Background: an optimization exercise with open tools, aiming at small area. Do not read the settings as production practice. RTL that was checked went through simulation tests only; none was proved equivalent to the original. No functional check of the RTL was part of runs 1 and 3. Power is estimated from default activity; no workload was simulated.

## flow/design.v (module list and top-level ports; edited modules follow where they fit)
// module filter: 457 lines
// module bmac: 435 lines
// module fa: 4 lines
// module ha: 4 lines
module filter(
input                       clk,                          
input                       rst,                          
input                       fclk,                         
input[15:0]                rd_left_data,
input[15:0]                rd_right_data,
output[31:0]               tx_left_data,
output[31:0]               tx_right_data,
input[3:0]                 gain_one,
input[3:0]                 gain_two,
input[3:0]                 gain_thr,
input[3:0]                 gain_fou,
input[3:0]                 gain_fiv,
input[3:0]                 gain_six,
input[3:0]                 gain_sev
    );
  // ...
==> flow/flow/run.sh <==
#!/bin/bash
# Own layout flow: the standard ORFS flow (standard.sh), with
#  - port buffers of the smallest buffer cell,
#  - clock tree synthesis without dummy loads and with the buffer list below.
# Each step's full log stays in orfs/logs/; this script's own output goes to run.log.
set -euo pipefail
exec > >(tee -a run.log) 2>&1
export BUFFER_PORTS_ARGS="-buffer_cell sky130_fd_sc_hd__buf_1"
export CTS_ARGS="-sink_clustering_enable -repair_clock_nets -dont_use_dummy_load -buf_list sky130_fd_sc_hd__clkbuf_8"
bash standard.sh
==> flow/standard.sh <==
#!/bin/bash
# synth_recipe.tcl (not shown) runs the flow's synth.tcl, then flattens the netlist and writes it again
# the make line also repeats each setting of config.mk as NAME=value (left out here)
make -C /OpenROAD-flow-scripts/flow DESIGN_CONFIG=/design/flow/config.mk WORK_HOME=/design/flow/orfs CLKGATE_MAP_FILE= SYNTH_SCRIPT=/design/flow/synth_recipe.tcl "${@:-finish}"
==> flow/config.mk <==
export PLATFORM = sky130hd
export DESIGN_NAME = filter
export DESIGN_NICKNAME = filter
export VERILOG_FILES = /design/flow/design.v
export SDC_FILE = /design/flow/constraint.sdc
export NUM_CORES = 4
export LEC_CHECK = 0
export CAP_MARGIN = 20
export CORE_MARGIN = 2
export CORE_UTILIZATION = 55
export PLACE_DENSITY = 0.65
export SLEW_MARGIN = 20
export SYNTH_HIERARCHICAL = 1
==> flow/constraint.sdc <==
create_clock -name core_clock -period 100.0 [get_ports {clk}]
set_input_delay 20.0000 -clock core_clock [delete_from_list [all_inputs] [get_ports {clk}]]
set_output_delay 20.0000 -clock core_clock [all_outputs]
set_load 0.01 [all_outputs]
==> results.cfg, run 1 <==
[floorplanning]
coreArea_um2 = 100000
start_util_pct = 55.6
die_h_um = 322

[sta]
fin_crit_sh_pct = 29.5
maxClockFrequency_mhz = 33.9
setup-violations-final = 0
max-slew-margin-rel_pct = 33.2

[setup_path]
slowest_stage = nand4_2
cp.depth = 27
crit_start = gain_six[3]

[place]
portBuffers = 122
dp_cells = 5173
placed_area_um2 = 56000

[final_layout]
nets = 4552
sh_seq_area_pct = 55.0
drive_gt1_share_pct = 18.0
fin_area_um2 = 59100
layout.comb_gates.multi_input = 2059
final_common_cell = dfxtp_1

[power]
intPower_w = 0.000936

[cts]
clock-sinks = 1607
hold_buffers = 0

[synth]
async_reset_ff_share_pct = 0
syn_inst = 4020
ys.flop_type = dfxtp_1
synth_compound_area_share_pct = 9.66

[min_path]
hold_class = flop to flop

[grt]
grt_pass1_wl_mm = 175
gr-usage-met2_pct = 34.1

[outcome]
status = timing/DRC/antenna clean

[route]
wirelength_mm = 110
==> module filter, before the edit <==
module filter(
input                       clk,                          
input                       rst,                          
input                       fclk,                         
input[15:0]                rd_left_data,
input[15:0]                rd_right_data,
output[31:0]               tx_left_data,
output[31:0]               tx_right_data,
input[3:0]                 gain_one,
input[3:0]                 gain_two,
input[3:0]                 gain_thr,
input[3:0]                 gain_fou,
input[3:0]                 gain_fiv,
input[3:0]                 gain_six,
input[3:0]                 gain_sev
    );
integer i;
wire [15:0] in_l = rd_left_data;
wire [15:0] in_r = rd_right_data;
wire strobe = fclk & ~rst;
reg  [4:0] ph;           
reg        pend;         
reg        busy;         
reg  [2:0] band;         
reg        fin;          
reg        xact;         
reg        dval;         
wire ph0  = (ph == 5'd0);
wire ph21 = (ph == 5'd21);
wire start = (strobe | pend) & ph21;
wire lastpass = busy & (band == 3'd5) & ph21;
always @(posedge clk)
  if (rst) begin
    ph <= 5'd0; pend <= 1'b0; busy <= 1'b0; band <= 3'd0; fin <= 1'b0; xact <= 1'b0; dval <= 1'b0;
  end else begin
    ph <= ph21 ? 5'd0 : ph + 5'd1;
    pend <= (pend | strobe) & ~start;
    fin <= lastpass;
    if (start) begin
      busy <= 1'b1; band <= 3'd0;
    end else if (busy & ph21) begin
      band <= band + 3'd1;
      if (band == 3'd5) busy <= 1'b0;
    end
    if (lastpass) xact <= 1'b1;
    else if (ph21) xact <= 1'b0;
    if (dload) dval <= 1'b1;
    else if (ph == 5'd17) dval <= 1'b0;
  end
wire a_splice = xact;
wire b_bypass = lastpass | (xact & (ph <= 5'd19));
wire b_insert = xact & (ph == 5'd20);
wire dload = (busy & ph0 & (band != 3'd0)) | fin;
wire dstep = (ph >= 5'd1) & (ph <= 5'd12);
wire dcorr = dval & (ph == 5'd13);
reg  [3:0] gdiv;         
always @(*)
  case (band)
    3'd1: gdiv = gain_one;
    3'd2: gdiv = gain_thr;
    3'd3: gdiv = gain_fou;
    3'd4: gdiv = gain_fiv;
    3'd5: gdiv = gain_six;
    default: gdiv = gain_sev;
  endcase
wire gbit = dval & (((ph == 5'd14) & gdiv[0]) | ((ph == 5'd15) & gdiv[1]) |
                    ((ph == 5'd16) & gdiv[2]) | ((ph == 5'd17) & gdiv[3]));
wire [14:0] gmask = {ph == 5'd17, ph >= 5'd16, ph >= 5'd15, 12'hfff};
reg  [14:0] coef;         
always @(*)
  case ({band, ph})
    {3'd0,5'd0}: coef = {1'b0, 14'sd0};
    {3'd0,5'd1}: coef = {1'b0, 14'sd0};
    {3'd0,5'd2}: coef = {1'b0, 14'sd1};
    {3'd0,5'd3}: coef = {1'b0, 14'sd2};
    {3'd0,5'd4}: coef = {1'b0, 14'sd3};
    {3'd0,5'd5}: coef = {1'b0, 14'sd5};
    {3'd0,5'd6}: coef = {1'b0, 14'sd9};
    {3'd0,5'd7}: coef = {1'b0, 14'sd13};
    {3'd0,5'd8}: coef = {1'b0, 14'sd19};
    {3'd0,5'd9}: coef = {1'b0, 14'sd27};
    {3'd0,5'd10}: coef = {1'b0, 14'sd36};
    {3'd0,5'd11}: coef = {1'b0, 14'sd47};
    {3'd0,5'd12}: coef = {1'b0, 14'sd59};
    {3'd0,5'd13}: coef = {1'b0, 14'sd73};
    {3'd0,5'd14}: coef = {1'b0, 14'sd87};
    {3'd0,5'd15}: coef = {1'b0, 14'sd100};
    {3'd0,5'd16}: coef = {1'b0, 14'sd120};
    {3'd0,5'd17}: coef = {1'b0, 14'sd130};
    {3'd0,5'd18}: coef = {1'b0, 14'sd140};
    {3'd0,5'd19}: coef = {1'b0, 14'sd150};
    {3'd0,5'd20}: coef = {1'b0, 14'sd160};
    {3'd0,5'd21}: coef = {1'b0, 14'sd170};
    {3'd1,5'd0}: coef = {1'b0, 14'sd0};
    {3'd1,5'd1}: coef = {1'b0, 14'sd2};
    {3'd1,5'd2}: coef = {1'b0, 14'sd4};
    {3'd1,5'd3}: coef = {1'b0, 14'sd10};
    {3'd1,5'd4}: coef = {1'b0, 14'sd19};
    {3'd1,5'd5}: coef = {1'b0, 14'sd35};
    {3'd1,5'd6}: coef = {1'b0, 14'sd58};
    {3'd1,5'd7}: coef = {1'b0, 14'sd92};
    {3'd1,5'd8}: coef = {1'b0, 14'sd140};
    {3'd1,5'd9}: coef = {1'b0, 14'sd200};
    {3'd1,5'd10}: coef = {1'b0, 14'sd270};
    {3'd1,5'd11}: coef = {1'b0, 14'sd360};
    {3'd1,5'd12}: coef = {1'b0, 14'sd470};
    {3'd1,5'd13}: coef = {1'b0, 14'sd590};
    {3'd1,5'd14}: coef = {1'b0, 14'sd710};
    {3'd1,5'd15}: coef = {1'b0, 14'sd850};
    {3'd1,5'd16}: coef = {1'b0, 14'sd980};
    {3'd1,5'd17}: coef = {1'b0, 14'sd1110};
    {3'd1,5'd18}: coef = {1'b0, 14'sd1230};
    {3'd1,5'd19}: coef = {1'b0, 14'sd1320};
    {3'd1,5'd20}: coef = {1'b0, 14'sd1400};
    {3'd1,5'd21}: coef = {1'b0, 14'sd1440};
    {3'd2,5'd0}: coef = {1'b0, -14'sd1};
    {3'd2,5'd1}: coef = {1'b0, -14'sd4};
    {3'd2,5'd2}: coef = {1'b0, -14'sd14};
    {3'd2,5'd3}: coef = {1'b0, -14'sd32};
    {3'd2,5'd4}: coef = {1'b0, -14'sd65};
    {3'd2,5'd5}: coef = {1'b0, -14'sd110};
    {3'd2,5'd6}: coef = {1'b0, -14'sd180};
    {3'd2,5'd7}: coef = {1'b0, -14'sd260};
    {3'd2,5'd8}: coef = {1'b0, -14'sd340};
    {3'd2,5'd9}: coef = {1'b0, -14'sd400};
    {3'd2,5'd10}: coef = {1'b0, -14'sd410};
    {3'd2,5'd11}: coef = {1'b0, -14'sd330};
    {3'd2,5'd12}: coef = {1'b0, -14'sd120};
    {3'd2,5'd13}: coef = {1'b0, 14'sd230};
    {3'd2,5'd14}: coef = {1'b0, 14'sd760};
    {3'd2,5'd15}: coef = {1'b0, 14'sd1460};
    {3'd2,5'd16}: coef = {1'b0, 14'sd2290};
    {3'd2,5'd17}: coef = {1'b0, 14'sd3200};
    {3'd2,5'd18}: coef = {1'b0, 14'sd4130};
    {3'd2,5'd19}: coef = {1'b0, 14'sd4970};
    {3'd2,5'd20}: coef = {1'b0, 14'sd5650};
    {3'd2,5'd21}: coef = {1'b0, 14'sd6100};
    {3'd3,5'd0}: coef = {1'b0, 14'sd1};
    {3'd3,5'd1}: coef = {1'b0, 14'sd4};
    {3'd3,5'd2}: coef = {1'b0, 14'sd10};
    {3'd3,5'd3}: coef = {1'b0, 14'sd14};
    {3'd3,5'd4}: coef = {1'b0, 14'sd10};
    {3'd3,5'd5}: coef = {1'b0, -14'sd2};
    {3'd3,5'd6}: coef = {1'b0, 14'sd0};
    {3'd3,5'd7}: coef = {1'b0, 14'sd55};
    {3'd3,5'd8}: coef = {1'b0, 14'sd200};
    {3'd3,5'd9}: coef = {1'b0, 14'sd420};
    {3'd3,5'd10}: coef = {1'b0, 14'sd580};
    {3'd3,5'd11}: coef = {1'b0, 14'sd440};
    {3'd3,5'd12}: coef = {1'b0, -14'sd270};
    {3'd3,5'd13}: coef = {1'b0, -14'sd1680};
    {3'd3,5'd14}: coef = {1'b0, -14'sd3600};
    {3'd3,5'd15}: coef = {1'b0, -14'sd5440};
    {3'd3,5'd16}: coef = {1'b0, -14'sd6320};
    {3'd3,5'd17}: coef = {1'b0, -14'sd5450};
    {3'd3,5'd18}: coef = {1'b0, -14'sd2490};
    {3'd3,5'd19}: coef = {1'b0, 14'sd2110};
    {3'd3,5'd20}: coef = {1'b0, 14'sd7130};
    {3'd3,5'd21}: coef = {1'b1, 14'sd5515};
    {3'd4,5'd0}: coef = {1'b0, -14'sd1};
    {3'd4,5'd1}: coef = {1'b0, -14'sd2};
    {3'd4,5'd2}: coef = {1'b0, 14'sd3};
    {3'd4,5'd3}: coef = {1'b0, 14'sd17};
    {3'd4,5'd4}: coef = {1'b0, 14'sd24};
    {3'd4,5'd5}: coef = {1'b0, 14'sd8};
    {3'd4,5'd6}: coef = {1'b0, 14'sd0};
    {3'd4,5'd7}: coef = {1'b0, 14'sd65};
    {3'd4,5'd8}: coef = {1'b0, 14'sd160};
    {3'd4,5'd9}: coef = {1'b0, 14'sd29};
    {3'd4,5'd10}: coef = {1'b0, -14'sd580};
    {3'd4,5'd11}: coef = {1'b0, -14'sd1350};
    {3'd4,5'd12}: coef = {1'b0, -14'sd1270};
    {3'd4,5'd13}: coef = {1'b0, 14'sd590};
    {3'd4,5'd14}: coef = {1'b0, 14'sd3600};
    {3'd4,5'd15}: coef = {1'b0, 14'sd5160};
    {3'd4,5'd16}: coef = {1'b0, 14'sd2620};
    {3'd4,5'd17}: coef = {1'b0, -14'sd3650};
    {3'd4,5'd18}: coef = {1'b1, -14'sd4640};
    {3'd4,5'd19}: coef = {1'b1, -14'sd4485};
    {3'd4,5'd20}: coef = {1'b0, -14'sd1530};
    {3'd4,5'd21}: coef = {1'b0, 14'sd8110};
    {3'd5,5'd0}: coef = {1'b0, 14'sd0};
    {3'd5,5'd1}: coef = {1'b0, 14'sd2};
    {3'd5,5'd2}: coef = {1'b0, 14'sd0};
    {3'd5,5'd3}: coef = {1'b0, -14'sd19};
    {3'd5,5'd4}: coef = {1'b0, -14'sd34};
    {3'd5,5'd5}: coef = {1'b0, 14'sd37};
    {3'd5,5'd6}: coef = {1'b0, 14'sd180};
    {3'd5,5'd7}: coef = {1'b0, 14'sd120};
    {3'd5,5'd8}: coef = {1'b0, -14'sd360};
    {3'd5,5'd9}: coef = {1'b0, -14'sd730};
    {3'd5,5'd10}: coef = {1'b0, 14'sd0};
    {3'd5,5'd11}: coef = {1'b0, 14'sd1500};
    {3'd5,5'd12}: coef = {1'b0, 14'sd1550};
    {3'd5,5'd13}: coef = {1'b0, -14'sd1090};
    {3'd5,5'd14}: coef = {1'b0, -14'sd3600};
    {3'd5,5'd15}: coef = {1'b0, -14'sd1690};
    {3'd5,5'd16}: coef = {1'b0, 14'sd3700};
    {3'd5,5'd17}: coef = {1'b0, 14'sd5590};
    {3'd5,5'd18}: coef = {1'b0, 14'sd0};
    {3'd5,5'd19}: coef = {1'b0, -14'sd6870};
    {3'd5,5'd20}: coef = {1'b0, -14'sd5600};
    {3'd5,5'd21}: coef = {1'b0, 14'sd3150};
    default: coef = 15'd0;
  endcase
wire dbl = coef[14];
wire [6:0] one, two, neg;
assign one[0] = coef[0] ^ 1'b0;
assign two[0] = (coef[1] & ~coef[0] & ~1'b0) | (~coef[1] & coef[0] & 1'b0);
assign neg[0] = coef[1];
assign one[1] = coef[2] ^ coef[1];
assign two[1] = (coef[3] & ~coef[2] & ~coef[1]) | (~coef[3] & coef[2] & coef[1]);
assign neg[1] = coef[3];
assign one[2] = coef[4] ^ coef[3];
assign two[2] = (coef[5] & ~coef[4] & ~coef[3]) | (~coef[5] & coef[4] & coef[3]);
assign neg[2] = coef[5];
assign one[3] = coef[6] ^ coef[5];
assign two[3] = (coef[7] & ~coef[6] & ~coef[5]) | (~coef[7] & coef[6] & coef[5]);
assign neg[3] = coef[7];
assign one[4] = coef[8] ^ coef[7];
assign two[4] = (coef[9] & ~coef[8] & ~coef[7]) | (~coef[9] & coef[8] & coef[7]);
assign neg[4] = coef[9];
assign one[5] = coef[10] ^ coef[9];
assign two[5] = (coef[11] & ~coef[10] & ~coef[9]) | (~coef[11] & coef[10] & coef[9]);
assign neg[5] = coef[11];
assign one[6] = coef[12] ^ coef[11];
assign two[6] = (coef[13] & ~coef[12] & ~coef[11]) | (~coef[13] & coef[12] & coef[11]);
assign neg[6] = coef[13];
reg  [15:0] ra_l [0:21];    
reg  [15:0] rb_l [0:21];    
reg  [15:0] y_l;            
always @(posedge clk) begin
  for (i = 1; i < 22; i = i + 1) begin
    ra_l[i] <= ra_l[i-1];
    rb_l[i] <= rb_l[i-1];
  end
  ra_l[0] <= a_splice ? y_l : ra_l[21];
  rb_l[0] <= b_insert ? ra_l[20] : (b_bypass ? rb_l[20] : rb_l[21]);
  if (strobe)        y_l <= in_l;
  else if (a_splice) y_l <= ra_l[21];
end
wire [15:0] av_l = (ph == 5'd0) ? y_l : ra_l[0];
wire [15:0] bv_l = rb_l[0];
wire pa_l_s0, pa_l_c0;
fa pa_l_fa0 (.a(av_l[0]), .b(bv_l[0]), .c(1'b0), .s(pa_l_s0), .co(pa_l_c0));
wire pa_l_s1, pa_l_c1;
fa pa_l_fa1 (.a(av_l[1]), .b(bv_l[1]), .c(pa_l_c0), .s(pa_l_s1), .co(pa_l_c1));
wire pa_l_s2, pa_l_c2;
fa pa_l_fa2 (.a(av_l[2]), .b(bv_l[2]), .c(pa_l_c1), .s(pa_l_s2), .co(pa_l_c2));
wire pa_l_s3, pa_l_c3;
fa pa_l_fa3 (.a(av_l[3]), .b(bv_l[3]), .c(pa_l_c2), .s(pa_l_s3), .co(pa_l_c3));
wire pa_l_s4, pa_l_c4;
fa pa_l_fa4 (.a(av_l[4]), .b(bv_l[4]), .c(pa_l_c3), .s(pa_l_s4), .co(pa_l_c4));
wire pa_l_s5, pa_l_c5;
fa pa_l_fa5 (.a(av_l[5]), .b(bv_l[5]), .c(pa_l_c4), .s(pa_l_s5), .co(pa_l_c5));
wire pa_l_s6, pa_l_c6;
fa pa_l_fa6 (.a(av_l[6]), .b(bv_l[6]), .c(pa_l_c5), .s(pa_l_s6), .co(pa_l_c6));
wire pa_l_s7, pa_l_c7;
fa pa_l_fa7 (.a(av_l[7]), .b(bv_l[7]), .c(pa_l_c6), .s(pa_l_s7), .co(pa_l_c7));
wire pa_l_s8, pa_l_c8;
fa pa_l_fa8 (.a(av_l[8]), .b(bv_l[8]), .c(pa_l_c7), .s(pa_l_s8), .co(pa_l_c8));
wire pa_l_s9, pa_l_c9;
fa pa_l_fa9 (.a(av_l[9]), .b(bv_l[9]), .c(pa_l_c8), .s(pa_l_s9), .co(pa_l_c9));
wire pa_l_s10, pa_l_c10;
fa pa_l_fa10 (.a(av_l[10]), .b(bv_l[10]), .c(pa_l_c9), .s(pa_l_s10), .co(pa_l_c10));
wire pa_l_s11, pa_l_c11;
fa pa_l_fa11 (.a(av_l[11]), .b(bv_l[11]), .c(pa_l_c10), .s(pa_l_s11), .co(pa_l_c11));
wire pa_l_s12, pa_l_c12;
fa pa_l_fa12 (.a(av_l[12]), .b(bv_l[12]), .c(pa_l_c11), .s(pa_l_s12), .co(pa_l_c12));
wire pa_l_s13, pa_l_c13;
fa pa_l_fa13 (.a(av_l[13]), .b(bv_l[13]), .c(pa_l_c12), .s(pa_l_s13), .co(pa_l_c13));
wire pa_l_s14, pa_l_c14;
fa pa_l_fa14 (.a(av_l[14]), .b(bv_l[14]), .c(pa_l_c13), .s(pa_l_s14), .co(pa_l_c14));
wire pa_l_s15, pa_l_c15;
fa pa_l_fa15 (.a(av_l[15]), .b(bv_l[15]), .c(pa_l_c14), .s(pa_l_s15), .co(pa_l_c15));
wire [16:0] p_l = {av_l[15] ^ bv_l[15] ^ pa_l_c15, pa_l_s15, pa_l_s14, pa_l_s13, pa_l_s12, pa_l_s11, pa_l_s10, pa_l_s9, pa_l_s8, pa_l_s7, pa_l_s6, pa_l_s5, pa_l_s4, pa_l_s3, pa_l_s2, pa_l_s1, pa_l_s0};
wire [17:0] pd_l = dbl ? {p_l, 1'b0} : {p_l[16], p_l};
reg  [31:0] acc_l;
wire [31:0] sum_l;
bmac m_l (.p(pd_l), .one(one), .two(two), .neg(neg), .acc((ph == 5'd0) ? 32'd2865233920 : acc_l), .sum(sum_l));
always @(posedge clk) acc_l <= sum_l;
reg         sg_l;     
reg         z_l;      
reg  [11:0] rr_l;     
reg  [11:0] nq_l;     
wire [12:0] tt_l = {rr_l, nq_l[11] ^ (sg_l & dstep)};
wire [12:0] td_l = tt_l + 13'd5067;    
wire        ge_l = dstep & (tt_l >= 13'd3125);
wire [11:0] ld_l = acc_l[31:20] ^ {12{acc_l[31]}};
always @(posedge clk) begin
  if (dload) begin
    sg_l <= acc_l[31];
    z_l  <= acc_l[31] & (acc_l[7:0] == 8'd0);
  end
  rr_l <= dload ? ld_l : (ge_l ? td_l[11:0] : tt_l[11:0]);
  nq_l <= dload ? acc_l[19:8] : {nq_l[10:0], ge_l};
end
wire        corr_l = dcorr & z_l & (rr_l == 12'd3124);
wire [14:0] win_l = {rr_l[3:0], nq_l[11:1]} & gmask;
wire [14:0] ad_l = corr_l ? {11'd0, gdiv} : (gbit ? win_l : 15'd0);
wire        sx_l = sg_l & (dcorr | gbit);
reg  [18:0] o_l;
wire oa_l_s0, oa_l_c0;
fa oa_l_fa0 (.a(o_l[0]), .b((ad_l[0] ^ sx_l)), .c(sx_l), .s(oa_l_s0), .co(oa_l_c0));
wire oa_l_s1, oa_l_c1;
fa oa_l_fa1 (.a(o_l[1]), .b((ad_l[1] ^ sx_l)), .c(oa_l_c0), .s(oa_l_s1), .co(oa_l_c1));
wire oa_l_s2, oa_l_c2;
fa oa_l_fa2 (.a(o_l[2]), .b((ad_l[2] ^ sx_l)), .c(oa_l_c1), .s(oa_l_s2), .co(oa_l_c2));
wire oa_l_s3, oa_l_c3;
fa oa_l_fa3 (.a(o_l[3]), .b((ad_l[3] ^ sx_l)), .c(oa_l_c2), .s(oa_l_s3), .co(oa_l_c3));
wire oa_l_s4, oa_l_c4;
fa oa_l_fa4 (.a(o_l[4]), .b((ad_l[4] ^ sx_l)), .c(oa_l_c3), .s(oa_l_s4), .co(oa_l_c4));
wire oa_l_s5, oa_l_c5;
fa oa_l_fa5 (.a(o_l[5]), .b((ad_l[5] ^ sx_l)), .c(oa_l_c4), .s(oa_l_s5), .co(oa_l_c5));
wire oa_l_s6, oa_l_c6;
fa oa_l_fa6 (.a(o_l[6]), .b((ad_l[6] ^ sx_l)), .c(oa_l_c5), .s(oa_l_s6), .co(oa_l_c6));
wire oa_l_s7, oa_l_c7;
fa oa_l_fa7 (.a(o_l[7]), .b((ad_l[7] ^ sx_l)), .c(oa_l_c6), .s(oa_l_s7), .co(oa_l_c7));
wire oa_l_s8, oa_l_c8;
fa oa_l_fa8 (.a(o_l[8]), .b((ad_l[8] ^ sx_l)), .c(oa_l_c7), .s(oa_l_s8), .co(oa_l_c8));
wire oa_l_s9, oa_l_c9;
fa oa_l_fa9 (.a(o_l[9]), .b((ad_l[9] ^ sx_l)), .c(oa_l_c8), .s(oa_l_s9), .co(oa_l_c9));
wire oa_l_s10, oa_l_c10;
fa oa_l_fa10 (.a(o_l[10]), .b((ad_l[10] ^ sx_l)), .c(oa_l_c9), .s(oa_l_s10), .co(oa_l_c10));
wire oa_l_s11, oa_l_c11;
fa oa_l_fa11 (.a(o_l[11]), .b((ad_l[11] ^ sx_l)), .c(oa_l_c10), .s(oa_l_s11), .co(oa_l_c11));
wire oa_l_s12, oa_l_c12;
fa oa_l_fa12 (.a(o_l[12]), .b((ad_l[12] ^ sx_l)), .c(oa_l_c11), .s(oa_l_s12), .co(oa_l_c12));
wire oa_l_s13, oa_l_c13;
fa oa_l_fa13 (.a(o_l[13]), .b((ad_l[13] ^ sx_l)), .c(oa_l_c12), .s(oa_l_s13), .co(oa_l_c13));
wire oa_l_s14, oa_l_c14;
fa oa_l_fa14 (.a(o_l[14]), .b((ad_l[14] ^ sx_l)), .c(oa_l_c13), .s(oa_l_s14), .co(oa_l_c14));
wire oa_l_s15, oa_l_c15;
fa oa_l_fa15 (.a(o_l[15]), .b(sx_l), .c(oa_l_c14), .s(oa_l_s15), .co(oa_l_c15));
wire oa_l_s16, oa_l_c16;
fa oa_l_fa16 (.a(o_l[16]), .b(sx_l), .c(oa_l_c15), .s(oa_l_s16), .co(oa_l_c16));
wire oa_l_s17, oa_l_c17;
fa oa_l_fa17 (.a(o_l[17]), .b(sx_l), .c(oa_l_c16), .s(oa_l_s17), .co(oa_l_c17));
wire oa_l_s18, oa_l_c18;
fa oa_l_fa18 (.a(o_l[18]), .b(sx_l), .c(oa_l_c17), .s(oa_l_s18), .co(oa_l_c18));
always @(posedge clk) o_l <= strobe ? 19'd0 : {oa_l_s18, oa_l_s17, oa_l_s16, oa_l_s15, oa_l_s14, oa_l_s13, oa_l_s12, oa_l_s11, oa_l_s10, oa_l_s9, oa_l_s8, oa_l_s7, oa_l_s6, oa_l_s5, oa_l_s4, oa_l_s3, oa_l_s2, oa_l_s1, oa_l_s0};
reg  [15:0] ra_r [0:21];    
reg  [15:0] rb_r [0:21];    
reg  [15:0] y_r;            
always @(posedge clk) begin
  for (i = 1; i < 22; i = i + 1) begin
    ra_r[i] <= ra_r[i-1];
    rb_r[i] <= rb_r[i-1];
  end
  ra_r[0] <= a_splice ? y_r : ra_r[21];
  rb_r[0] <= b_insert ? ra_r[20] : (b_bypass ? rb_r[20] : rb_r[21]);
  if (strobe)        y_r <= in_r;
  else if (a_splice) y_r <= ra_r[21];
end
wire [15:0] av_r = (ph == 5'd0) ? y_r : ra_r[0];
wire [15:0] bv_r = rb_r[0];
wire pa_r_s0, pa_r_c0;
fa pa_r_fa0 (.a(av_r[0]), .b(bv_r[0]), .c(1'b0), .s(pa_r_s0), .co(pa_r_c0));
wire pa_r_s1, pa_r_c1;
fa pa_r_fa1 (.a(av_r[1]), .b(bv_r[1]), .c(pa_r_c0), .s(pa_r_s1), .co(pa_r_c1));
wire pa_r_s2, pa_r_c2;
fa pa_r_fa2 (.a(av_r[2]), .b(bv_r[2]), .c(pa_r_c1), .s(pa_r_s2), .co(pa_r_c2));
wire pa_r_s3, pa_r_c3;
fa pa_r_fa3 (.a(av_r[3]), .b(bv_r[3]), .c(pa_r_c2), .s(pa_r_s3), .co(pa_r_c3));
wire pa_r_s4, pa_r_c4;
fa pa_r_fa4 (.a(av_r[4]), .b(bv_r[4]), .c(pa_r_c3), .s(pa_r_s4), .co(pa_r_c4));
wire pa_r_s5, pa_r_c5;
fa pa_r_fa5 (.a(av_r[5]), .b(bv_r[5]), .c(pa_r_c4), .s(pa_r_s5), .co(pa_r_c5));
wire pa_r_s6, pa_r_c6;
fa pa_r_fa6 (.a(av_r[6]), .b(bv_r[6]), .c(pa_r_c5), .s(pa_r_s6), .co(pa_r_c6));
wire pa_r_s7, pa_r_c7;
fa pa_r_fa7 (.a(av_r[7]), .b(bv_r[7]), .c(pa_r_c6), .s(pa_r_s7), .co(pa_r_c7));
wire pa_r_s8, pa_r_c8;
fa pa_r_fa8 (.a(av_r[8]), .b(bv_r[8]), .c(pa_r_c7), .s(pa_r_s8), .co(pa_r_c8));
wire pa_r_s9, pa_r_c9;
fa pa_r_fa9 (.a(av_r[9]), .b(bv_r[9]), .c(pa_r_c8), .s(pa_r_s9), .co(pa_r_c9));
wire pa_r_s10, pa_r_c10;
fa pa_r_fa10 (.a(av_r[10]), .b(bv_r[10]), .c(pa_r_c9), .s(pa_r_s10), .co(pa_r_c10));
wire pa_r_s11, pa_r_c11;
fa pa_r_fa11 (.a(av_r[11]), .b(bv_r[11]), .c(pa_r_c10), .s(pa_r_s11), .co(pa_r_c11));
wire pa_r_s12, pa_r_c12;
fa pa_r_fa12 (.a(av_r[12]), .b(bv_r[12]), .c(pa_r_c11), .s(pa_r_s12), .co(pa_r_c12));
wire pa_r_s13, pa_r_c13;
fa pa_r_fa13 (.a(av_r[13]), .b(bv_r[13]), .c(pa_r_c12), .s(pa_r_s13), .co(pa_r_c13));
wire pa_r_s14, pa_r_c14;
fa pa_r_fa14 (.a(av_r[14]), .b(bv_r[14]), .c(pa_r_c13), .s(pa_r_s14), .co(pa_r_c14));
wire pa_r_s15, pa_r_c15;
fa pa_r_fa15 (.a(av_r[15]), .b(bv_r[15]), .c(pa_r_c14), .s(pa_r_s15), .co(pa_r_c15));
wire [16:0] p_r = {av_r[15] ^ bv_r[15] ^ pa_r_c15, pa_r_s15, pa_r_s14, pa_r_s13, pa_r_s12, pa_r_s11, pa_r_s10, pa_r_s9, pa_r_s8, pa_r_s7, pa_r_s6, pa_r_s5, pa_r_s4, pa_r_s3, pa_r_s2, pa_r_s1, pa_r_s0};
wire [17:0] pd_r = dbl ? {p_r, 1'b0} : {p_r[16], p_r};
reg  [31:0] acc_r;
wire [31:0] sum_r;
bmac m_r (.p(pd_r), .one(one), .two(two), .neg(neg), .acc((ph == 5'd0) ? 32'd2865233920 : acc_r), .sum(sum_r));
always @(posedge clk) acc_r <= sum_r;
reg         sg_r;     
reg         z_r;      
reg  [11:0] rr_r;     
reg  [11:0] nq_r;     
wire [12:0] tt_r = {rr_r, nq_r[11] ^ (sg_r & dstep)};
wire [12:0] td_r = tt_r + 13'd5067;    
wire        ge_r = dstep & (tt_r >= 13'd3125);
wire [11:0] ld_r = acc_r[31:20] ^ {12{acc_r[31]}};
always @(posedge clk) begin
  if (dload) begin
    sg_r <= acc_r[31];
    z_r  <= acc_r[31] & (acc_r[7:0] == 8'd0);
  end
  rr_r <= dload ? ld_r : (ge_r ? td_r[11:0] : tt_r[11:0]);
  nq_r <= dload ? acc_r[19:8] : {nq_r[10:0], ge_r};
end
wire        corr_r = dcorr & z_r & (rr_r == 12'd3124);
wire [14:0] win_r = {rr_r[3:0], nq_r[11:1]} & gmask;
wire [14:0] ad_r = corr_r ? {11'd0, gdiv} : (gbit ? win_r : 15'd0);
wire        sx_r = sg_r & (dcorr | gbit);
reg  [18:0] o_r;
wire oa_r_s0, oa_r_c0;
fa oa_r_fa0 (.a(o_r[0]), .b((ad_r[0] ^ sx_r)), .c(sx_r), .s(oa_r_s0), .co(oa_r_c0));
wire oa_r_s1, oa_r_c1;
fa oa_r_fa1 (.a(o_r[1]), .b((ad_r[1] ^ sx_r)), .c(oa_r_c0), .s(oa_r_s1), .co(oa_r_c1));
wire oa_r_s2, oa_r_c2;
fa oa_r_fa2 (.a(o_r[2]), .b((ad_r[2] ^ sx_r)), .c(oa_r_c1), .s(oa_r_s2), .co(oa_r_c2));
wire oa_r_s3, oa_r_c3;
fa oa_r_fa3 (.a(o_r[3]), .b((ad_r[3] ^ sx_r)), .c(oa_r_c2), .s(oa_r_s3), .co(oa_r_c3));
wire oa_r_s4, oa_r_c4;
fa oa_r_fa4 (.a(o_r[4]), .b((ad_r[4] ^ sx_r)), .c(oa_r_c3), .s(oa_r_s4), .co(oa_r_c4));
wire oa_r_s5, oa_r_c5;
fa oa_r_fa5 (.a(o_r[5]), .b((ad_r[5] ^ sx_r)), .c(oa_r_c4), .s(oa_r_s5), .co(oa_r_c5));
wire oa_r_s6, oa_r_c6;
fa oa_r_fa6 (.a(o_r[6]), .b((ad_r[6] ^ sx_r)), .c(oa_r_c5), .s(oa_r_s6), .co(oa_r_c6));
wire oa_r_s7, oa_r_c7;
fa oa_r_fa7 (.a(o_r[7]), .b((ad_r[7] ^ sx_r)), .c(oa_r_c6), .s(oa_r_s7), .co(oa_r_c7));
wire oa_r_s8, oa_r_c8;
fa oa_r_fa8 (.a(o_r[8]), .b((ad_r[8] ^ sx_r)), .c(oa_r_c7), .s(oa_r_s8), .co(oa_r_c8));
wire oa_r_s9, oa_r_c9;
fa oa_r_fa9 (.a(o_r[9]), .b((ad_r[9] ^ sx_r)), .c(oa_r_c8), .s(oa_r_s9), .co(oa_r_c9));
wire oa_r_s10, oa_r_c10;
fa oa_r_fa10 (.a(o_r[10]), .b((ad_r[10] ^ sx_r)), .c(oa_r_c9), .s(oa_r_s10), .co(oa_r_c10));
wire oa_r_s11, oa_r_c11;
fa oa_r_fa11 (.a(o_r[11]), .b((ad_r[11] ^ sx_r)), .c(oa_r_c10), .s(oa_r_s11), .co(oa_r_c11));
wire oa_r_s12, oa_r_c12;
fa oa_r_fa12 (.a(o_r[12]), .b((ad_r[12] ^ sx_r)), .c(oa_r_c11), .s(oa_r_s12), .co(oa_r_c12));
wire oa_r_s13, oa_r_c13;
fa oa_r_fa13 (.a(o_r[13]), .b((ad_r[13] ^ sx_r)), .c(oa_r_c12), .s(oa_r_s13), .co(oa_r_c13));
wire oa_r_s14, oa_r_c14;
fa oa_r_fa14 (.a(o_r[14]), .b((ad_r[14] ^ sx_r)), .c(oa_r_c13), .s(oa_r_s14), .co(oa_r_c14));
wire oa_r_s15, oa_r_c15;
fa oa_r_fa15 (.a(o_r[15]), .b(sx_r), .c(oa_r_c14), .s(oa_r_s15), .co(oa_r_c15));
wire oa_r_s16, oa_r_c16;
fa oa_r_fa16 (.a(o_r[16]), .b(sx_r), .c(oa_r_c15), .s(oa_r_s16), .co(oa_r_c16));
wire oa_r_s17, oa_r_c17;
fa oa_r_fa17 (.a(o_r[17]), .b(sx_r), .c(oa_r_c16), .s(oa_r_s17), .co(oa_r_c17));
wire oa_r_s18, oa_r_c18;
fa oa_r_fa18 (.a(o_r[18]), .b(sx_r), .c(oa_r_c17), .s(oa_r_s18), .co(oa_r_c18));
always @(posedge clk) o_r <= strobe ? 19'd0 : {oa_r_s18, oa_r_s17, oa_r_s16, oa_r_s15, oa_r_s14, oa_r_s13, oa_r_s12, oa_r_s11, oa_r_s10, oa_r_s9, oa_r_s8, oa_r_s7, oa_r_s6, oa_r_s5, oa_r_s4, oa_r_s3, oa_r_s2, oa_r_s1, oa_r_s0};
assign tx_left_data  = {{13{o_l[18]}}, o_l};
assign tx_right_data = {{13{o_r[18]}}, o_r};
endmodule
==> inputs of run 2 (changes only) <==
--- a/flow/design.v
+++ b/flow/design.v
@@ -68,139 +68,139 @@
 wire [14:0] gmask = {ph == 5'd17, ph >= 5'd16, ph >= 5'd15, 12'hfff};
 reg  [14:0] coef;         
 always @(*)
-  case ({band, ph})
-    {3'd0,5'd0}: coef = {1'b0, 14'sd0};
-    {3'd0,5'd1}: coef = {1'b0, 14'sd0};
-    {3'd0,5'd2}: coef = {1'b0, 14'sd1};
-    {3'd0,5'd3}: coef = {1'b0, 14'sd2};
-    {3'd0,5'd4}: coef = {1'b0, 14'sd3};
-    {3'd0,5'd5}: coef = {1'b0, 14'sd5};
-    {3'd0,5'd6}: coef = {1'b0, 14'sd9};
-    {3'd0,5'd7}: coef = {1'b0, 14'sd13};
-    {3'd0,5'd8}: coef = {1'b0, 14'sd19};
-    {3'd0,5'd9}: coef = {1'b0, 14'sd27};
-    {3'd0,5'd10}: coef = {1'b0, 14'sd36};
-    {3'd0,5'd11}: coef = {1'b0, 14'sd47};
-    {3'd0,5'd12}: coef = {1'b0, 14'sd59};
-    {3'd0,5'd13}: coef = {1'b0, 14'sd73};
-    {3'd0,5'd14}: coef = {1'b0, 14'sd87};
-    {3'd0,5'd15}: coef = {1'b0, 14'sd100};
-    {3'd0,5'd16}: coef = {1'b0, 14'sd120};
-    {3'd0,5'd17}: coef = {1'b0, 14'sd130};
-    {3'd0,5'd18}: coef = {1'b0, 14'sd140};
-    {3'd0,5'd19}: coef = {1'b0, 14'sd150};
-    {3'd0,5'd20}: coef = {1'b0, 14'sd160};
-    {3'd0,5'd21}: coef = {1'b0, 14'sd170};
-    {3'd1,5'd0}: coef = {1'b0, 14'sd0};
-    {3'd1,5'd1}: coef = {1'b0, 14'sd2};
-    {3'd1,5'd2}: coef = {1'b0, 14'sd4};
-    {3'd1,5'd3}: coef = {1'b0, 14'sd10};
-    {3'd1,5'd4}: coef = {1'b0, 14'sd19};
-    {3'd1,5'd5}: coef = {1'b0, 14'sd35};
-    {3'd1,5'd6}: coef = {1'b0, 14'sd58};
-    {3'd1,5'd7}: coef = {1'b0, 14'sd92};
-    {3'd1,5'd8}: coef = {1'b0, 14'sd140};
-    {3'd1,5'd9}: coef = {1'b0, 14'sd200};
-    {3'd1,5'd10}: coef = {1'b0, 14'sd270};
-    {3'd1,5'd11}: coef = {1'b0, 14'sd360};
-    {3'd1,5'd12}: coef = {1'b0, 14'sd470};
-    {3'd1,5'd13}: coef = {1'b0, 14'sd590};
-    {3'd1,5'd14}: coef = {1'b0, 14'sd710};
-    {3'd1,5'd15}: coef = {1'b0, 14'sd850};
-    {3'd1,5'd16}: coef = {1'b0, 14'sd980};
-    {3'd1,5'd17}: coef = {1'b0, 14'sd1110};
-    {3'd1,5'd18}: coef = {1'b0, 14'sd1230};
-    {3'd1,5'd19}: coef = {1'b0, 14'sd1320};
-    {3'd1,5'd20}: coef = {1'b0, 14'sd1400};
-    {3'd1,5'd21}: coef = {1'b0, 14'sd1440};
-    {3'd2,5'd0}: coef = {1'b0, -14'sd1};
-    {3'd2,5'd1}: coef = {1'b0, -14'sd4};
-    {3'd2,5'd2}: coef = {1'b0, -14'sd14};
-    {3'd2,5'd3}: coef = {1'b0, -14'sd32};
-    {3'd2,5'd4}: coef = {1'b0, -14'sd65};
-    {3'd2,5'd5}: coef = {1'b0, -14'sd110};
-    {3'd2,5'd6}: coef = {1'b0, -14'sd180};
-    {3'd2,5'd7}: coef = {1'b0, -14'sd260};
-    {3'd2,5'd8}: coef = {1'b0, -14'sd340};
-    {3'd2,5'd9}: coef = {1'b0, -14'sd400};
-    {3'd2,5'd10}: coef = {1'b0, -14'sd410};
-    {3'd2,5'd11}: coef = {1'b0, -14'sd330};
-    {3'd2,5'd12}: coef = {1'b0, -14'sd120};
-    {3'd2,5'd13}: coef = {1'b0, 14'sd230};
-    {3'd2,5'd14}: coef = {1'b0, 14'sd760};
-    {3'd2,5'd15}: coef = {1'b0, 14'sd1460};
-    {3'd2,5'd16}: coef = {1'b0, 14'sd2290};
-    {3'd2,5'd17}: coef = {1'b0, 14'sd3200};
-    {3'd2,5'd18}: coef = {1'b0, 14'sd4130};
-    {3'd2,5'd19}: coef = {1'b0, 14'sd4970};
-    {3'd2,5'd20}: coef = {1'b0, 14'sd5650};
-    {3'd2,5'd21}: coef = {1'b0, 14'sd6100};
-    {3'd3,5'd0}: coef = {1'b0, 14'sd1};
-    {3'd3,5'd1}: coef = {1'b0, 14'sd4};
-    {3'd3,5'd2}: coef = {1'b0, 14'sd10};
-    {3'd3,5'd3}: coef = {1'b0, 14'sd14};
-    {3'd3,5'd4}: coef = {1'b0, 14'sd10};
-    {3'd3,5'd5}: coef = {1'b0, -14'sd2};
-    {3'd3,5'd6}: coef = {1'b0, 14'sd0};
-    {3'd3,5'd7}: coef = {1'b0, 14'sd55};
-    {3'd3,5'd8}: coef = {1'b0, 14'sd200};
-    {3'd3,5'd9}: coef = {1'b0, 14'sd420};
-    {3'd3,5'd10}: coef = {1'b0, 14'sd580};
-    {3'd3,5'd11}: coef = {1'b0, 14'sd440};
-    {3'd3,5'd12}: coef = {1'b0, -14'sd270};
-    {3'd3,5'd13}: coef = {1'b0, -14'sd1680};
-    {3'd3,5'd14}: coef = {1'b0, -14'sd3600};
-    {3'd3,5'd15}: coef = {1'b0, -14'sd5440};
-    {3'd3,5'd16}: coef = {1'b0, -14'sd6320};
-    {3'd3,5'd17}: coef = {1'b0, -14'sd5450};
-    {3'd3,5'd18}: coef = {1'b0, -14'sd2490};
-    {3'd3,5'd19}: coef = {1'b0, 14'sd2110};
-    {3'd3,5'd20}: coef = {1'b0, 14'sd7130};
-    {3'd3,5'd21}: coef = {1'b1, 14'sd5515};
-    {3'd4,5'd0}: coef = {1'b0, -14'sd1};
-    {3'd4,5'd1}: coef = {1'b0, -14'sd2};
-    {3'd4,5'd2}: coef = {1'b0, 14'sd3};
-    {3'd4,5'd3}: coef = {1'b0, 14'sd17};
-    {3'd4,5'd4}: coef = {1'b0, 14'sd24};
-    {3'd4,5'd5}: coef = {1'b0, 14'sd8};
-    {3'd4,5'd6}: coef = {1'b0, 14'sd0};
-    {3'd4,5'd7}: coef = {1'b0, 14'sd65};
-    {3'd4,5'd8}: coef = {1'b0, 14'sd160};
-    {3'd4,5'd9}: coef = {1'b0, 14'sd29};
-    {3'd4,5'd10}: coef = {1'b0, -14'sd580};
-    {3'd4,5'd11}: coef = {1'b0, -14'sd1350};
-    {3'd4,5'd12}: coef = {1'b0, -14'sd1270};
-    {3'd4,5'd13}: coef = {1'b0, 14'sd590};
-    {3'd4,5'd14}: coef = {1'b0, 14'sd3600};
-    {3'd4,5'd15}: coef = {1'b0, 14'sd5160};
-    {3'd4,5'd16}: coef = {1'b0, 14'sd2620};
-    {3'd4,5'd17}: coef = {1'b0, -14'sd3650};
-    {3'd4,5'd18}: coef = {1'b1, -14'sd4640};
-    {3'd4,5'd19}: coef = {1'b1, -14'sd4485};
-    {3'd4,5'd20}: coef = {1'b0, -14'sd1530};
-    {3'd4,5'd21}: coef = {1'b0, 14'sd8110};
-    {3'd5,5'd0}: coef = {1'b0, 14'sd0};
-    {3'd5,5'd1}: coef = {1'b0, 14'sd2};
-    {3'd5,5'd2}: coef = {1'b0, 14'sd0};
-    {3'd5,5'd3}: coef = {1'b0, -14'sd19};
-    {3'd5,5'd4}: coef = {1'b0, -14'sd34};
-    {3'd5,5'd5}: coef = {1'b0, 14'sd37};
-    {3'd5,5'd6}: coef = {1'b0, 14'sd180};
-    {3'd5,5'd7}: coef = {1'b0, 14'sd120};
-    {3'd5,5'd8}: coef = {1'b0, -14'sd360};
-    {3'd5,5'd9}: coef = {1'b0, -14'sd730};
-    {3'd5,5'd10}: coef = {1'b0, 14'sd0};
-    {3'd5,5'd11}: coef = {1'b0, 14'sd1500};
-    {3'd5,5'd12}: coef = {1'b0, 14'sd1550};
-    {3'd5,5'd13}: coef = {1'b0, -14'sd1090};
-    {3'd5,5'd14}: coef = {1'b0, -14'sd3600};
-    {3'd5,5'd15}: coef = {1'b0, -14'sd1690};
-    {3'd5,5'd16}: coef = {1'b0, 14'sd3700};
-    {3'd5,5'd17}: coef = {1'b0, 14'sd5590};
-    {3'd5,5'd18}: coef = {1'b0, 14'sd0};
-    {3'd5,5'd19}: coef = {1'b0, -14'sd6870};
-    {3'd5,5'd20}: coef = {1'b0, -14'sd5600};
-    {3'd5,5'd21}: coef = {1'b0, 14'sd3150};
+  casez ({band, ph})
+    8'b00000000: coef = {1'b0, 14'sd0};
+    8'b00000001: coef = {1'b0, 14'sd0};
+    8'b00000010: coef = {1'b0, 14'sd1};
+    8'b00000011: coef = {1'b0, 14'sd2};
+    8'b00000100: coef = {1'b0, 14'sd3};
+    8'b00000101: coef = {1'b0, 14'sd5};
+    8'b00000110: coef = {1'b0, 14'sd9};
+    8'b00000111: coef = {1'b0, 14'sd13};
+    8'b00001000: coef = {1'b0, 14'sd19};
+    8'b00001001: coef = {1'b0, 14'sd27};
+    8'b00001010: coef = {1'b0, 14'sd36};
+    8'b00001011: coef = {1'b0, 14'sd47};
+    8'b00001100: coef = {1'b0, 14'sd59};
+    8'b00001101: coef = {1'b0, 14'sd73};
+    8'b00001110: coef = {1'b0, 14'sd87};
+    8'b00001111: coef = {1'b0, 14'sd100};
+    8'b0001?000: coef = {1'b0, 14'sd120};
+    8'b0001?001: coef = {1'b0, 14'sd130};
+    8'b0001?010: coef = {1'b0, 14'sd140};
+    8'b0001?011: coef = {1'b0, 14'sd150};
+    8'b0001?100: coef = {1'b0, 14'sd160};
+    8'b0001?101: coef = {1'b0, 14'sd170};
+    8'b00100000: coef = {1'b0, 14'sd0};
+    8'b00100001: coef = {1'b0, 14'sd2};
+    8'b00100010: coef = {1'b0, 14'sd4};
+    8'b00100011: coef = {1'b0, 14'sd10};
+    8'b00100100: coef = {1'b0, 14'sd19};
+    8'b00100101: coef = {1'b0, 14'sd35};
+    8'b00100110: coef = {1'b0, 14'sd58};
+    8'b00100111: coef = {1'b0, 14'sd92};
+    8'b00101000: coef = {1'b0, 14'sd140};
+    8'b00101001: coef = {1'b0, 14'sd200};
+    8'b00101010: coef = {1'b0, 14'sd270};
+    8'b00101011: coef = {1'b0, 14'sd360};
+    8'b00101100: coef = {1'b0, 14'sd470};
+    8'b00101101: coef = {1'b0, 14'sd590};
+    8'b00101110: coef = {1'b0, 14'sd710};
+    8'b00101111: coef = {1'b0, 14'sd850};
+    8'b0011?000: coef = {1'b0, 14'sd980};
+    8'b0011?001: coef = {1'b0, 14'sd1110};
+    8'b0011?010: coef = {1'b0, 14'sd1230};
+    8'b0011?011: coef = {1'b0, 14'sd1320};
+    8'b0011?100: coef = {1'b0, 14'sd1400};
+    8'b0011?101: coef = {1'b0, 14'sd1440};
+    8'b01000000: coef = {1'b0, -14'sd1};
+    8'b01000001: coef = {1'b0, -14'sd4};
+    8'b01000010: coef = {1'b0, -14'sd14};
+    8'b01000011: coef = {1'b0, -14'sd32};
+    8'b01000100: coef = {1'b0, -14'sd65};
+    8'b01000101: coef = {1'b0, -14'sd110};
+    8'b01000110: coef = {1'b0, -14'sd180};
+    8'b01000111: coef = {1'b0, -14'sd260};
+    8'b01001000: coef = {1'b0, -14'sd340};
+    8'b01001001: coef = {1'b0, -14'sd400};
+    8'b01001010: coef = {1'b0, -14'sd410};
+    8'b01001011: coef = {1'b0, -14'sd330};
+    8'b01001100: coef = {1'b0, -14'sd120};
+    8'b01001101: coef = {1'b0, 14'sd230};
+    8'b01001110: coef = {1'b0, 14'sd760};
+    8'b01001111: coef = {1'b0, 14'sd1460};
+    8'b0101?000: coef = {1'b0, 14'sd2290};
+    8'b0101?001: coef = {1'b0, 14'sd3200};
+    8'b0101?010: coef = {1'b0, 14'sd4130};
+    8'b0101?011: coef = {1'b0, 14'sd4970};
+    8'b0101?100: coef = {1'b0, 14'sd5650};
+    8'b0101?101: coef = {1'b0, 14'sd6100};
+    8'b01100000: coef = {1'b0, 14'sd1};
+    8'b01100001: coef = {1'b0, 14'sd4};
+    8'b01100010: coef = {1'b0, 14'sd10};
+    8'b01100011: coef = {1'b0, 14'sd14};
+    8'b01100100: coef = {1'b0, 14'sd10};
+    8'b01100101: coef = {1'b0, -14'sd2};
+    8'b01100110: coef = {1'b0, 14'sd0};
+    8'b01100111: coef = {1'b0, 14'sd55};
+    8'b01101000: coef = {1'b0, 14'sd200};
+    8'b01101001: coef = {1'b0, 14'sd420};
+    8'b01101010: coef = {1'b0, 14'sd580};
+    8'b01101011: coef = {1'b0, 14'sd440};
+    8'b01101100: coef = {1'b0, -14'sd270};
+    8'b01101101: coef = {1'b0, -14'sd1680};
+    8'b01101110: coef = {1'b0, -14'sd3600};
+    8'b01101111: coef = {1'b0, -14'sd5440};
+    8'b0111?000: coef = {1'b0, -14'sd6320};
+    8'b0111?001: coef = {1'b0, -14'sd5450};
+    8'b0111?010: coef = {1'b0, -14'sd2490};
+    8'b0111?011: coef = {1'b0, 14'sd2110};
+    8'b0111?100: coef = {1'b0, 14'sd7130};
+    8'b0111?101: coef = {1'b1, 14'sd5515};
+    8'b1?000000: coef = {1'b0, -14'sd1};
+    8'b1?000001: coef = {1'b0, -14'sd2};
+    8'b1?000010: coef = {1'b0, 14'sd3};
+    8'b1?000011: coef = {1'b0, 14'sd17};
+    8'b1?000100: coef = {1'b0, 14'sd24};
+    8'b1?000101: coef = {1'b0, 14'sd8};
+    8'b1?000110: coef = {1'b0, 14'sd0};
+    8'b1?000111: coef = {1'b0, 14'sd65};
+    8'b1?001000: coef = {1'b0, 14'sd160};
+    8'b1?001001: coef = {1'b0, 14'sd29};
+    8'b1?001010: coef = {1'b0, -14'sd580};
+    8'b1?001011: coef = {1'b0, -14'sd1350};
+    8'b1?001100: coef = {1'b0, -14'sd1270};
+    8'b1?001101: coef = {1'b0, 14'sd590};
+    8'b1?001110: coef = {1'b0, 14'sd3600};
+    8'b1?001111: coef = {1'b0, 14'sd5160};
+    8'b1?01?000: coef = {1'b0, 14'sd2620};
+    8'b1?01?001: coef = {1'b0, -14'sd3650};
+    8'b1?01?010: coef = {1'b1, -14'sd4640};
+    8'b1?01?011: coef = {1'b1, -14'sd4485};
+    8'b1?01?100: coef = {1'b0, -14'sd1530};
+    8'b1?01?101: coef = {1'b0, 14'sd8110};
+    8'b1?100000: coef = {1'b0, 14'sd0};
+    8'b1?100001: coef = {1'b0, 14'sd2};
+    8'b1?100010: coef = {1'b0, 14'sd0};
+    8'b1?100011: coef = {1'b0, -14'sd19};
+    8'b1?100100: coef = {1'b0, -14'sd34};
+    8'b1?100101: coef = {1'b0, 14'sd37};
+    8'b1?100110: coef = {1'b0, 14'sd180};
+    8'b1?100111: coef = {1'b0, 14'sd120};
+    8'b1?101000: coef = {1'b0, -14'sd360};
+    8'b1?101001: coef = {1'b0, -14'sd730};
+    8'b1?101010: coef = {1'b0, 14'sd0};
+    8'b1?101011: coef = {1'b0, 14'sd1500};
+    8'b1?101100: coef = {1'b0, 14'sd1550};
+    8'b1?101101: coef = {1'b0, -14'sd1090};
+    8'b1?101110: coef = {1'b0, -14'sd3600};
+    8'b1?101111: coef = {1'b0, -14'sd1690};
+    8'b1?11?000: coef = {1'b0, 14'sd3700};
+    8'b1?11?001: coef = {1'b0, 14'sd5590};
+    8'b1?11?010: coef = {1'b0, 14'sd0};
+    8'b1?11?011: coef = {1'b0, -14'sd6870};
+    8'b1?11?100: coef = {1'b0, -14'sd5600};
+    8'b1?11?101: coef = {1'b0, 14'sd3150};
     default: coef = 15'd0;
   endcase
 wire dbl = coef[14];
==> flow/flow/run.sh (replaced) <==
#!/bin/bash
# Own layout flow: the standard ORFS flow (standard.sh, which runs the
# standard synthesis unchanged), with these changes to how the layout is made:
#  - the buffers that synthesis (abc) inserted are removed at floorplan
#    (REMOVE_ABC_BUFFERS), and every cell is swapped to the smallest cell of its
#    family (flow/downsize.tcl); placement's repair_design then re-buffers and
#    re-sizes where slew, capacitance or fanout need it;
#  - ports are buffered with the smallest buffer cell;
#  - clock tree synthesis uses clkbuf_8 with larger sink clusters and no dummy loads.
# ORFS keeps each step's full log in orfs/logs/; this script's output goes to run.log.
set -euo pipefail
exec > >(tee -a run.log) 2>&1
here=$(pwd)
export REMOVE_ABC_BUFFERS=1
export POST_FLOORPLAN_TCL="$here/flow/post_floorplan.tcl"
export BUFFER_PORTS_ARGS="-buffer_cell sky130_fd_sc_hd__buf_1"
export CTS_ARGS="-sink_clustering_enable -repair_clock_nets -dont_use_dummy_load -buf_list sky130_fd_sc_hd__clkbuf_8 -sink_clustering_size 14 -sink_clustering_max_diameter 60"
bash standard.sh
==> flow/flow/downsize.tcl (new file) <==
# Swap every standard cell to the smallest cell of its family (same function, same
# footprint name in the library), then let repair_design fix slew/cap/fanout.
proc my_downsize {} {
  set fam {}
  foreach lc [get_lib_cells sky130_fd_sc_hd__*] {
    set n [get_name $lc]
    if {![regexp {^(sky130_fd_sc_hd__[a-z0-9]+)_([0-9]+)$} $n -> base drv]} { continue }
    if {[get_property $lc dont_use]} { continue }
    set a [get_property $lc area]
    if {![dict exists $fam $base] || $a < [lindex [dict get $fam $base] 1]} { dict set fam $base [list $n $a] }
  }
  set cnt 0; set saved 0.0
  foreach inst [get_cells *] {
    set m [get_property $inst ref_name]
    if {![regexp {^(sky130_fd_sc_hd__[a-z0-9]+)_([0-9]+)$} $m -> base drv]} { continue }
    if {[string match "*tap*" $base] || [string match "*clkbuf*" $base] || [string match "*clkinv*" $base] || [string match "*conb*" $base]} { continue }
    if {![dict exists $fam $base]} { continue }
    lassign [dict get $fam $base] small sa
    if {$small ne $m} {
      set oa [get_property [get_lib_cells */$m] area]
      if {$sa < $oa} {
        replace_cell $inst $small
        incr cnt; set saved [expr $saved + $oa - $sa]
      }
    }
  }
  puts "my_downsize: swapped $cnt cells, saved $saved um2"
}
==> flow/flow/post_floorplan.tcl (new file) <==
# Sourced by ORFS at the end of the floorplan step (POST_FLOORPLAN_TCL).
source [file join [file dirname [info script]] downsize.tcl]
my_downsize
==> run 2 against run 1 <==
Net effect: final cell count is 2.7% lower; critical endpoint unchanged; combinational power is 12% lower; clock power is 22% lower; area after synthesis is 1.2% lower; die area is 1.1% lower.
==> results.cfg, run 2 <==
[outcome]
status = timing/DRC/antenna clean

[sta]
finalSetupTns_ns = 0
worstMarginPinSlew_ns = 1.17
fin_crit_sh_pct = 29.1
rsz0062_at_grt = no
skew_ns = 0.0804
setup-violations-final = 0
maxClockFrequency_mhz = 34.4
hold_viol_final = 0
fin_hold_ws_ns = 0.293
period_needed_ns = 29.10
drv_slew = 0
max-slew-margin-rel_pct = 21.9

[synth]
synth_fa_ha_area_share_pct = 13.3
syn_avg_cell_area_um2 = 13.9
synth_top_cell_by_area = dfxtp_1
synth.area.mux_share_pct = 3.61
synth_xor_area_share_pct = 5.13
yosys.cell_types.count = 86
synth_top_family_by_area = adder cells
yosysSeqAreaShare_pct = 59.1
synth_top_area_share_pct = 57.2
syn_inst = 3952
synth-simple-area-share_pct = 5.66
synth_compound_area_share_pct = 8.67
ys.warnings.count = 11
async_reset_ff_share_pct = 0
synthTopCellsByArea = dfxtp_1, fa_1, a22oi_2
ys.flop_type = dfxtp_1
synth_edf_count = 36
synth.top_cells.by_count = dfxtp_1, fa_1, xnor2_1, a22oi_2, nand2_1
syn-cell-area_um2 = 55000
ys_ff_latch = 1607
synth_most_common_cell = dfxtp_1

[grt]
antenna_found_initial = 1
grt_usage_pct = 21.1
grt_max_degree = 57
grt_pass1_wl_mm = 169
grt-ovfl-total = 0
grt_pass1_vias = 29227

[route]
wirelength_mm = 105
vias_per_cell = 5.32
postRouteAntennaNets = 0
drc = 0
routedWlPerCell_um = 20.0
drtPass1Iterations = 6
vias = 27988
drtIter0Drc = 1975

[power]
p_clk_share_pct = 27.3
p_sw_w = 0.000286
p_per_area_nw_per_um2 = 20.3
switching_share_pct = 25.2
leakage_nw = 22.6
ir_drop_v = 0.0000156
seqPwrFrac_pct = 60.7
intPower_w = 0.000851
combPwrFrac_pct = 12.0

[final_layout]
final_common_cell = dfxtp_1
n_fill_cell = 8251
synthToLayoutAreaGrowth_pct = 1.76
final_util_pct = 56.2
drive_gt1_share_pct = 9.45
final_cell_mix = dfxtp_1, fa_1, xnor2_1, a22oi_1, nand2_1
nets = 4398

[setup_path]
slowest_stage = fa_1
crit_type = input port to flop
arrival_ns = 29.80
critical_path_required_ns = 100.71
critPathMaxFanout = 36
slowest_delay_ns = 0.46
end_kind = flop
start_kind = input port
cp_common_cell = fa_1
cpLargestDelayFamily = adder cells
crit_buf_inv = 4

[min_path]
hold_class = flop to flop

[floorplanning]
die_w_um = 320
die_h_um = 320
start_util_pct = 55.3
io_pins = 127
coreArea_um2 = 99600
num_rows = 116
die-area_um2 = 103000

[place]
portBuffers = 122
place.gp.congestion = 0.896
hpwl_mm = 67.7

[cts]
cts_buffers = 140
hold_buffers = 0
clk_path_buf_depth = 3
cts_resized = 0
clock_latency_ns = 0.82
cts_tree = yes
cts-root-buf = clkbuf_8
clock-sinks = 1607
cts_setup_buffers = 0
clk_pin_slew_ns = 0.08
htreeDepth = 4

[flow_run]
maxCapViolCount = 0
run 2: cell types whose count changed in the layout (fill, tap and decap cells not counted), moves of 27 or more:
cell,before,now
o21ai_1,15,48
xnor2_1,289,261
o21ai_0,92,61
nand2_1,210,179
clkbuf_8,227,140
a21oi_1,81,54
a22oi_1,6,238
a22oi_2,238,0
run 2: worst paths after layout:
kind         slack (ns)  depth (start not counted)                   end                  from
max               70.91                         30    o_l[18]$_SDFF_PP0_           gain_six[3]
min                0.29                          0  ra_l[15][10]$_DFF_P_  ra_l[14][10]$_DFF_P_
max reg2reg       72.50                         66     acc_l[31]$_DFF_P_  band[0]$_SDFFE_PP0P_
min reg2reg        0.29                          0  ra_l[15][10]$_DFF_P_  ra_l[14][10]$_DFF_P_
run 2: cell type report:
type                            instances  area [um^2]  area share (%)
Sequential cell                      1607        32500            58.1
Multi-Input combinational cell       2002        18900            33.8
Clock buffer                          140         1930            3.44
Tap cell                             1298         1620            2.90
Timing Repair Buffer                  175          868            1.55
Inverter                               32          120           0.215
Antenna cell                            3         7.51          0.0134
run 2: worst register-to-register path: cells and delay by family (launching register included):
kind | cells | cell delay (ns)
compound gates | 1 | 0.23
xor+xnor | 2 | 0.47
fa+ha+maj | 54 | 22.74
buf+inv | 4 | 1.19
flops | 1 | 0.75
simple gates | 5 | 2.00
run 2: routing by layer:
metal	track usage, %	up-vias	share of wire, %
met5	0	-	0
met4	9.07	0	3.8
met3	3.55	229	5.6
met2	32.9	864	46
met1	29.3	13924	45
li1	-	12971	-
run 2: per-module statistics from Yosys (local to each module, per instance):
module  cells  copies in the design  area [um^2]
filter   2874                     1        40700
bmac      358                     2         3570
fa          1                   348         20.0
ha          1                    14         12.5
run 2: logic make-up (layout without fill, tap and decap cells):
family          after synthesis  count (layout)
xor+xnor                    322             322
simple gates                593             593
buf+inv                     344             347
mux                         182             182
compound gates              526             526
fa+ha+maj                   377             377
flops                      1607            1607
other cells                   1               5
run 2: through the flow:
step	std cells	total power, W	instance area [um^2]	setup slack, ns
floorplan	3641	0.000801	52700	70.11
global placement	5114	0.000839	54100	70.22
detailed placement	5114	0.000843	54100	70.03
CTS	5254	0.00115	56000	70.95
global route	5257	0.00120	56000	70.63
finish	5257	0.00114	56000	70.91
run 2: power groups by stage:
stage / Clock, W / Combinational, W / Sequential, W
finish: 0.000311 / 0.000137 / 0.000690
global route: 0.000350 / 0.000158 / 0.000693
CTS: 0.000325 / 0.000139 / 0.000690
detailed placement: 0 / 0.000138 / 0.000705
global placement: 0 / 0.000135 / 0.000705
floorplan: 0 / 0.000104 / 0.000697
==> inputs of run 3 (changes only) <==
--- a/flow/design.v
+++ b/flow/design.v
@@ -201,7 +201,7 @@
     8'b1?11?011: coef = {1'b0, -14'sd6870};
     8'b1?11?100: coef = {1'b0, -14'sd5600};
     8'b1?11?101: coef = {1'b0, 14'sd3150};
-    default: coef = 15'd0;
+    default: coef = 15'bx;    
   endcase
 wire dbl = coef[14];
 wire [6:0] one, two, neg;
==> flow/flow/run.sh (replaced) <==
#!/bin/bash
# Own layout flow: the standard ORFS flow (standard.sh, which runs the
# standard synthesis unchanged), with these changes to how the layout is made:
#  - the buffers that synthesis (abc) inserted are removed at floorplan
#    (REMOVE_ABC_BUFFERS), and every cell is swapped to the smallest cell of its
#    family (flow/downsize.tcl); placement's repair_design then re-buffers and
#    re-sizes where slew, capacitance or fanout need it;
#  - ports are buffered with the smallest buffer cell;
#  - clock tree synthesis uses clkbuf_4 with larger sink clusters and no dummy loads.
# ORFS keeps each step's full log in orfs/logs/; this script's output goes to run.log.
set -euo pipefail
exec > >(tee -a run.log) 2>&1
here=$(pwd)
export REMOVE_ABC_BUFFERS=1
export POST_FLOORPLAN_TCL="$here/flow/post_floorplan.tcl"
export BUFFER_PORTS_ARGS="-buffer_cell sky130_fd_sc_hd__buf_1"
export CTS_ARGS="-sink_clustering_enable -repair_clock_nets -dont_use_dummy_load -buf_list sky130_fd_sc_hd__clkbuf_4 -sink_clustering_size 10 -sink_clustering_max_diameter 40"
bash standard.sh
--- a/flow/config.mk
+++ b/flow/config.mk
@@ -5,9 +5,9 @@
 export SDC_FILE = /design/flow/constraint.sdc
 export NUM_CORES = 4
 export LEC_CHECK = 0
-export CAP_MARGIN = 20
+export CAP_MARGIN = 10
 export CORE_MARGIN = 2
 export CORE_UTILIZATION = 55
 export PLACE_DENSITY = 0.65
-export SLEW_MARGIN = 20
+export SLEW_MARGIN = 10
 export SYNTH_HIERARCHICAL = 1
==> run 3 against run 2 <==
Net effect: still clean on timing, DRC and antenna; maximum frequency grew 0.46%; global-route usage grew 0.83 points; die area grew 1.0%; sequential power grew 0.9%; wire length grew 5.2%; register-to-register slack gained 0.13 ns; critical endpoint unchanged; highest routed layer is now met5.
==> results.cfg, run 3 <==
[floorplanning]
die-area_um2 = 104000
io_pins = 127
start_util_pct = 55.5
die_h_um = 322
die_w_um = 322

[power]
intPower_w = 0.000830
switching_share_pct = 26.5
p_clk_share_pct = 24.6
p_sw_w = 0.000299
seqPwrFrac_pct = 61.6
ir_drop_v = 0.0000160
combPwrFrac_pct = 13.8
p_per_area_nw_per_um2 = 20.1

[place]
hpwl_mm = 71.7
place.gp.congestion = 0.949
placed_area_um2 = 54600
dpl_worst_slack_ns = 70.07

[min_path]
hold_class = flop to flop

[synth]
ys.flop_type = dfxtp_1
syn-cell-area_um2 = 55600
synth_most_common_cell = dfxtp_1
synth_edf_count = 36
synthTopCellsByArea = dfxtp_1, fa_1, a22oi_2
synth_top_area_share_pct = 56.6
syn_inst = 4026
ys.warnings.count = 11
ys_ff_latch = 1607
yosysSeqAreaShare_pct = 58.5
synth_top_cell_by_area = dfxtp_1
synth.top_cells.by_count = dfxtp_1, fa_1, xnor2_1, a22oi_2, nand2_1
async_reset_ff_share_pct = 0

[route]
vias = 28808
drc = 0
postRouteAntennaNets = 0
wirelength_mm = 111
drtIter0Drc = 2140
vias_per_cell = 5.36

[cts]
clock_latency_ns = 1.08
htreeDepth = 4
clk_pin_slew_ns = 0.10
clock-sinks = 1607
cts_resized = 0
cts-root-buf = clkbuf_4
cts_buffers = 202

[final_layout]
nets = 4515
drive_gt1_share_pct = 11.1
final_common_cell = dfxtp_1
fin_area_um2 = 56100
synthToLayoutAreaGrowth_pct = 0.965
final_util_pct = 56.1

[grt]
grt-ovfl-total = 0
grt_pass1_wl_mm = 175
antenna_found_initial = 4
grt_max_degree = 78
grt_pass1_vias = 29918

[sta]
rsz0062_at_grt = no
worstMarginPinSlew_ns = 1.23
fin_hold_ws_ns = 0.258
skew_ns = 0.157
hold_viol_final = 0
setup-violations-final = 0
max-slew-margin-rel_pct = 17.9
setup_slack_ns = 71.04
finalSetupTns_ns = 0
drv_slew = 0

[setup_path]
crit_type = input port to flop
critical_path_required_ns = 100.90
arrival_ns = 29.86
start_kind = input port

[flow_run]
maxCapViolCount = 0

[outcome]
status = timing/DRC/antenna clean
run 3: through the flow:
stage	power, W	std cells
4_1_cts	0.00115	5372
3_3_place_gp	0.000863	5170
3_5_place_dp	0.000868	5170
6_report	0.00113	5378
5_1_grt	0.00120	5377
2_1_floorplan	0.000821	3695
run 3: cell families (layout without fill, tap and decap cells):
group                      count (synthesis)  in the layout  share of synthesized area, %
AOI/OAI and AO/OA                        532            532                          8.89
xor gates and xnor gates                 331            331                          5.21
adders and majority gates                376            376                          13.2
buffers and inverters                    359            406                          4.56
DFF                                     1607           1607                          58.5
muxes                                    184            184                          3.60
other                                      1              8                       0.00674
and+or+nand+nor                          636            636                          6.05
run 3: critical path, cell delays in order:
cell and delay (ns):
buf_1 0.07, a21bo_2 0.21, a22o_1 0.18, o211ai_1 0.33, o221a_2 0.29, a21bo_2 0.23
nand3_1 0.47, inv_1 0.33, fa_1 0.47, fa_1 0.40, fa_1 0.39, fa_1 0.38
fa_1 0.39, fa_1 0.39, fa_1 0.38, fa_1 0.38, fa_1 0.39, fa_1 0.39
fa_1 0.39, fa_1 0.40, fa_1 0.40, fa_1 0.40, fa_1 0.43, fa_1 0.40
fa_1 0.39, fa_1 0.39, fa_1 0.44, and2_1 0.14
run 3: worst paths after layout:
check | startpoint | end | slack [ns] | cells after the start
worst min register to register | rb_r[6][11]$_DFF_P_ | rb_r[7][11]$_DFF_P_ | 0.26 | 0
worst min-delay path | rb_r[6][11]$_DFF_P_ | rb_r[7][11]$_DFF_P_ | 0.26 | 0
worst max-delay path | gain_six[1] | o_l[18]$_SDFF_PP0_ | 71.04 | 28
worst max register to register | band[2]$_SDFFE_PP0P_ | acc_l[31]$_DFF_P_ | 72.63 | 67
run 3: metal layers:
metal  global-route usage, %  up-vias  share of wire (%)
li1                        -    13444                  -
met1                    30.1    14273                 45
met2                    33.7      849                 45
met3                    4.65      240                5.5
met4                    9.72        2                3.8
met5                       0        -              0.016
run 3: modules after synthesis (local to each module, per instance):
| module | cells inside | flops+latches | cell area (um^2) |
|---|---|---|---|
| ha | 1 | 0 | 12.5 |
| bmac | 358 | 0 | 3570 |
| fa | 1 | 0 | 20.0 |
| filter | 2948 | 1607 | 41300 |
run 3: power by group through the flow:
stage / clock network [W] / registers [W] / logic, W
final: 0.000277 / 0.000696 / 0.000156
after global routing: 0.000319 / 0.000699 / 0.000180
after CTS: 0.000292 / 0.000696 / 0.000159
after detailed placement: 0 / 0.000710 / 0.000158
after global placement: 0 / 0.000710 / 0.000154
after floorplan: 0 / 0.000699 / 0.000123
run 3: area by class of cell:
class | instances | area [um^2]
timing repair buffer | 177 | 871
fill | 8365 | 44000
inverter | 27 | 101
multi-input combinational | 2061 | 19500
sequential | 1607 | 32500
tap | 1298 | 1620
clock buffer | 202 | 1520
antenna | 6 | 15.0
